This is an optimization exercise on Yosys and OpenROAD, whose aim is small area and a short achievable clock period, not a production implementation.
At most, simulation tests tie the RTL to the original design; equivalence was not proved.

==> module PE, before the edit <==
module PE (
    input  wire         Clock,
    input  wire         rst_n,
    input  wire         data_clear,
    input  wire         en_b_shift_bottom,
    input  wire         en_shift_right,
    input  wire         en_shift_bottom,
    input  wire [3:0]   step,        
    input  wire         busy,        
    input  wire         resolve,     
    input  wire         load,        
    input  wire         valid,       
    input  wire [15:0]  b_in,
    input  wire [15:0]  a_in,
    input  wire [15:0]  ps_in,
    output wire [15:0]  a_shift_to_right,
    output wire [15:0]  b_shift_to_bottom,
    output wire [15:0]  partial_sum_to_bottom
);
    reg [15:0] a_reg;
    reg [15:0] b_reg;
    reg [15:0] acc;
    reg [15:0] ps_reg;
    always @(posedge Clock)
        if (en_shift_right) a_reg <= a_in;
    always @(posedge Clock)
        if (en_b_shift_bottom) b_reg <= b_in;
    assign a_shift_to_right  = a_reg;
    assign b_shift_to_bottom = b_reg;
    wire [4:0] bsel = ({5{step[0]}} & b_reg[15:11])
                    | ({5{step[1]}} & b_reg[11:7])
                    | ({5{step[2]}} & b_reg[7:3])
                    | ({5{step[3]}} & {b_reg[3:0], 1'b0});
    wire [5:0] dnext = {bsel[4] & ~(bsel[3] & bsel[2]),                                    
                        (bsel[4] & ~bsel[3] & ~bsel[2]) | (~bsel[4] & bsel[3] & bsel[2]),  
                        bsel[3] ^ bsel[2],                                                 
                        bsel[2] & ~(bsel[1] & bsel[0]),                                    
                        (bsel[2] & ~bsel[1] & ~bsel[0]) | (~bsel[2] & bsel[1] & bsel[0]),  
                        bsel[1] ^ bsel[0]};                                                
    reg  [5:0] dq;
    always @(posedge Clock or negedge rst_n) begin
        if (!rst_n)
            dq <= 6'd0;
        else if (load | data_clear)
            dq <= 6'd0;
        else
            dq <= dnext & {6{valid}};
    end
    wire one_l = dq[0], two_l = dq[1], neg_l = dq[2];
    wire one_h = dq[3], two_h = dq[4], neg_h = dq[5];
    reg  [2:0]  cq;
    wire [15:0] a2  = {a_reg[14:0], 1'b0};
    wire [15:0] rl  = (({16{one_l}} & a_reg) | ({16{two_l}} & a2)) ^ {16{neg_l}};
    wire [15:0] rh  = (({16{one_h}} & a_reg) | ({16{two_h}} & a2)) ^ {16{neg_h}};
    wire [15:0] r0  = {acc[11:0], 1'b0, neg_h, 1'b0, neg_l};
    wire [15:0] r2  = {rh[13:0], 2'b00};
    wire [15:0] s1  = r0 ^ rl ^ r2;
    wire [15:0] c1  = {(r0[14:0] & rl[14:0]) | (r0[14:0] & r2[14:0]) | (rl[14:0] & r2[14:0]), 1'b0};
    wire [4:0]  b0  = {1'b0, s1[3:0]}   + {1'b0, c1[3:0]};
    wire [4:0]  b1  = {1'b0, s1[7:4]}   + {1'b0, c1[7:4]};
    wire [4:0]  b2  = {1'b0, s1[11:8]} + {1'b0, c1[11:8]} + {4'b0000, cq[0]};
    wire [3:0]  b3  = s1[15:12] + c1[15:12] + {3'b000, cq[1]};
    wire [15:0] step_sum = {b3, b2[3:0], b1[3:0], b0[3:0]};
    wire [15:0] ps_x = resolve ? {3'd0, cq[2], 3'd0, cq[1], 3'd0, cq[0], 4'd0} : ps_in;
    wire [15:0] ps_sum;
    assign ps_sum = ps_x + acc;
    always @(posedge Clock or negedge rst_n) begin
        if (!rst_n) begin
            acc <= 16'd0;
            cq  <= 3'd0;
        end else if (data_clear) begin
            acc <= 16'd0;
            cq  <= 3'd0;
        end else if (busy) begin
            acc <= step_sum;
            cq  <= {b2[4], b1[4], b0[4]};
        end else if (resolve) begin
            acc <= ps_sum;
        end
    end
    always @(posedge Clock or negedge rst_n) begin
        if (!rst_n)
            ps_reg <= 16'd0;
        else if (data_clear)
            ps_reg <= 16'd0;
        else if (en_shift_bottom)
            ps_reg <= ps_sum;
    end
    assign partial_sum_to_bottom = ps_reg;
endmodule
==> module SystolicArray4x4, before the edit <==
module SystolicArray4x4 (
    input  wire         Clock,
    input  wire         rst_n,
    input  wire         data_clear,
    input  wire         en_b_shift_bottom,
    input  wire         en_shift_right,
    input  wire         en_shift_bottom,
    input  wire [63:0]  a_left_in_flat,
    input  wire [63:0]  b_top_in_flat,
    input  wire [63:0]  ps_top_in_flat,
    output wire [63:0]  ps_bottom_out_flat
);
    reg [3:0] nz_a;
    reg [3:0] nz_b;
    reg [3:0] step;
    reg       busy;
    reg       resolve;
    wire [3:0] nz_a_next = data_clear ? 4'b0000 :
                           en_shift_right ? {nz_a[2:0], 1'b1} : nz_a;
    wire [3:0] nz_b_next = en_b_shift_bottom ? {nz_b[2:0], 1'b1} : nz_b;
    always @(posedge Clock or negedge rst_n) begin
        if (!rst_n) begin
            nz_a <= 4'b0000;
            nz_b <= 4'b0000;
        end else begin
            nz_a <= nz_a_next;
            nz_b <= nz_b_next;
        end
    end
    wire load = en_shift_right | en_b_shift_bottom;
    always @(posedge Clock or negedge rst_n) begin
        if (!rst_n) begin
            step <= 4'd0;
            busy <= 1'b0;
            resolve <= 1'b0;
        end else if (load) begin
            step <= 4'b0001;
            busy <= 1'b0;
            resolve <= 1'b0;
        end else begin
            step <= {step[2:0], 1'b0};
            busy <= |step;
            resolve <= busy & ~(|step);
        end
    end
    wire [15:0] a_wire  [0:3][0:3];
    wire [15:0] b_wire  [0:3][0:3];
    wire [15:0] ps_wire [0:3][0:3];
    genvar r, c;
    generate
        for (r = 0; r < 4; r = r + 1) begin : ROW_BLOCK
            for (c = 0; c < 4; c = c + 1) begin : COL_BLOCK
                wire [15:0] a_in  = (c == 0) ? a_left_in_flat[16*r +: 16] : a_wire[r][c-1];
                wire [15:0] b_in  = (r == 0) ? b_top_in_flat[16*c +: 16]  : b_wire[r-1][c];
                wire [15:0] ps_in = (r == 0) ? ps_top_in_flat[16*c +: 16] : ps_wire[r-1][c];
                PE u_pe (
                    .Clock                  (Clock),
                    .rst_n                  (rst_n),
                    .data_clear             (data_clear),
                    .en_b_shift_bottom      (en_b_shift_bottom),
                    .en_shift_right         (en_shift_right),
                    .en_shift_bottom        (en_shift_bottom),
                    .step                   (step),
                    .busy                   (busy),
                    .resolve                (resolve),
                    .load                   (load),
                    .valid                  (nz_a[c] & nz_b[r]),
                    .b_in                   (b_in),
                    .a_in                   (a_in),
                    .ps_in                  (ps_in),
                    .a_shift_to_right       (a_wire[r][c]),
                    .b_shift_to_bottom      (b_wire[r][c]),
                    .partial_sum_to_bottom  (ps_wire[r][c])
                );
            end
        end
        for (c = 0; c < 4; c = c + 1) begin : OUT_MAP
            assign ps_bottom_out_flat[16*c +: 16] = ps_wire[3][c];
        end
    endgenerate
endmodule
Settings: LEC_CHECK=0, CAP_MARGIN=20, CORE_MARGIN=2, CORE_UTILIZATION=40, PLACE_DENSITY=0.6, SETUP_SLACK_MARGIN=3.0, SLEW_MARGIN=20; clock period 5.8 ns.
standard.sh (not shown) runs the stock make flow with config.mk's settings and CLKGATE_MAP_FILE= SYNTH_SCRIPT=/design/flow/synth_recipe.tcl, a recipe that flattens the netlist after the stock synthesis.
==> flow/flow/run.sh <==
#!/bin/bash
# Layout flow: the standard ORFS flow, with plain buffers (instead of
# delay cells) on the ports. Each step's full output goes to its own log here.
set -euo pipefail
bash standard.sh synth > flow_synth.log 2>&1
bash standard.sh 'BUFFER_PORTS_ARGS=-buffer_cell sky130_fd_sc_hd__buf_2' finish > flow_layout.log 2>&1
Edit:
--- a/flow/design.v
+++ b/flow/design.v
@@ -5,12 +5,10 @@
     input  wire         en_b_shift_bottom,
     input  wire         en_shift_right,
     input  wire         en_shift_bottom,
     input  wire [3:0]   step,        
     input  wire         busy,        
-    input  wire         resolve,     
-    input  wire         load,        
     input  wire         valid,       
     input  wire [15:0]  b_in,
     input  wire [15:0]  a_in,
     input  wire [15:0]  ps_in,
     output wire [15:0]  a_shift_to_right,
@@ -36,18 +34,12 @@
                         bsel[3] ^ bsel[2],                                                 
                         bsel[2] & ~(bsel[1] & bsel[0]),                                    
                         (bsel[2] & ~bsel[1] & ~bsel[0]) | (~bsel[2] & bsel[1] & bsel[0]),  
                         bsel[1] ^ bsel[0]};                                                
     reg  [5:0] dq;
-    always @(posedge Clock or negedge rst_n) begin
-        if (!rst_n)
-            dq <= 6'd0;
-        else if (load | data_clear)
-            dq <= 6'd0;
-        else
-            dq <= dnext & {6{valid}};
-    end
+    always @(posedge Clock)
+        dq <= dnext & {6{valid}};
     wire one_l = dq[0], two_l = dq[1], neg_l = dq[2];
     wire one_h = dq[3], two_h = dq[4], neg_h = dq[5];
     reg  [2:0]  cq;
     wire [15:0] a2  = {a_reg[14:0], 1'b0};
     wire [15:0] rl  = (({16{one_l}} & a_reg) | ({16{two_l}} & a2)) ^ {16{neg_l}};
@@ -59,27 +51,28 @@
     wire [4:0]  b0  = {1'b0, s1[3:0]}   + {1'b0, c1[3:0]};
     wire [4:0]  b1  = {1'b0, s1[7:4]}   + {1'b0, c1[7:4]};
     wire [4:0]  b2  = {1'b0, s1[11:8]} + {1'b0, c1[11:8]} + {4'b0000, cq[0]};
     wire [3:0]  b3  = s1[15:12] + c1[15:12] + {3'b000, cq[1]};
     wire [15:0] step_sum = {b3, b2[3:0], b1[3:0], b0[3:0]};
-    wire [15:0] ps_x = resolve ? {3'd0, cq[2], 3'd0, cq[1], 3'd0, cq[0], 4'd0} : ps_in;
-    wire [15:0] ps_sum;
-    assign ps_sum = ps_x + acc;
+    wire [15:0] acc_inc = acc + {3'd0, cq[2], 3'd0, cq[1], 3'd0, cq[0], 4'd0};
     always @(posedge Clock or negedge rst_n) begin
         if (!rst_n) begin
             acc <= 16'd0;
             cq  <= 3'd0;
         end else if (data_clear) begin
             acc <= 16'd0;
             cq  <= 3'd0;
         end else if (busy) begin
             acc <= step_sum;
             cq  <= {b2[4], b1[4], b0[4]};
-        end else if (resolve) begin
-            acc <= ps_sum;
+        end else begin
+            acc <= acc_inc;
+            cq  <= 3'd0;
         end
     end
+    wire [15:0] ps_sum;
+    assign ps_sum = ps_in + acc;
     always @(posedge Clock or negedge rst_n) begin
         if (!rst_n)
             ps_reg <= 16'd0;
         else if (data_clear)
             ps_reg <= 16'd0;
@@ -103,11 +96,10 @@
 );
     reg [3:0] nz_a;
     reg [3:0] nz_b;
     reg [3:0] step;
     reg       busy;
-    reg       resolve;
     wire [3:0] nz_a_next = data_clear ? 4'b0000 :
                            en_shift_right ? {nz_a[2:0], 1'b1} : nz_a;
     wire [3:0] nz_b_next = en_b_shift_bottom ? {nz_b[2:0], 1'b1} : nz_b;
     always @(posedge Clock or negedge rst_n) begin
         if (!rst_n) begin
@@ -121,19 +113,19 @@
     wire load = en_shift_right | en_b_shift_bottom;
     always @(posedge Clock or negedge rst_n) begin
         if (!rst_n) begin
             step <= 4'd0;
             busy <= 1'b0;
-            resolve <= 1'b0;
+        end else if (data_clear) begin
+            step <= 4'd0;
+            busy <= 1'b0;
         end else if (load) begin
             step <= 4'b0001;
             busy <= 1'b0;
-            resolve <= 1'b0;
         end else begin
             step <= {step[2:0], 1'b0};
             busy <= |step;
-            resolve <= busy & ~(|step);
         end
     end
     wire [15:0] a_wire  [0:3][0:3];
     wire [15:0] b_wire  [0:3][0:3];
     wire [15:0] ps_wire [0:3][0:3];
@@ -151,12 +143,10 @@
                     .en_b_shift_bottom      (en_b_shift_bottom),
                     .en_shift_right         (en_shift_right),
                     .en_shift_bottom        (en_shift_bottom),
                     .step                   (step),
                     .busy                   (busy),
-                    .resolve                (resolve),
-                    .load                   (load),
                     .valid                  (nz_a[c] & nz_b[r]),
                     .b_in                   (b_in),
                     .a_in                   (a_in),
                     .ps_in                  (ps_in),
                     .a_shift_to_right       (a_wire[r][c]),
What happened: The new run went through all stages and came out clean; clock-buffer cell count is higher by 33; routed wire length decreases by 18%; area after synthesis fell by 2.2%; via count is lower by 11%; die area decreases by 2.2%; design area shrinks by 13%.
For the first run of this note, only the layout was checked, not whether the RTL still works.

## afterwards: timing with drivers on the ports
How much do the figures lean on ideal ports? The routed layouts below were timed once more, with nothing changed but the port constraints.
Step 1 (the two cells are an assumption about what drives the block):
set clk [get_ports {Clock}]
set_driving_cell -lib_cell sky130_fd_sc_hd__clkbuf_16 $clk
set_driving_cell -lib_cell sky130_fd_sc_hd__buf_2 [delete_from_list [all_inputs] $clk]
Step 2 moves the port delays by t, midway between the first and last clock arrival at a register: inputs arrive t later, outputs are due t later. That takes back most of the time a late clock gives input paths.
Three values: no drivers, after step 1, after step 2; two values: the first two.
| run | shift t [ns] | setup WS [ns] | hold slack, ns | latest minus earliest clock arrival (ns) | worst data-port slew with drivers (ns) |
|---|---|---|---|---|---|
| the first run | 0.885 | 2.541 / 2.541 / 2.039 | 0.355 / 0.336 / 0.425 | 0.059 / 0.059 | 0.08 |
| the second run | 0.862 | 3.007 / 3.007 / 2.337 | 0.434 / 0.434 / 0.434 | 0.032 / 0.032 | 0.23 |
After both steps setup and hold are still met in every run listed. For the second run, which loses most, drivers alone change the setup slack by 0.000 ns; drivers and shift together by -0.670 ns.
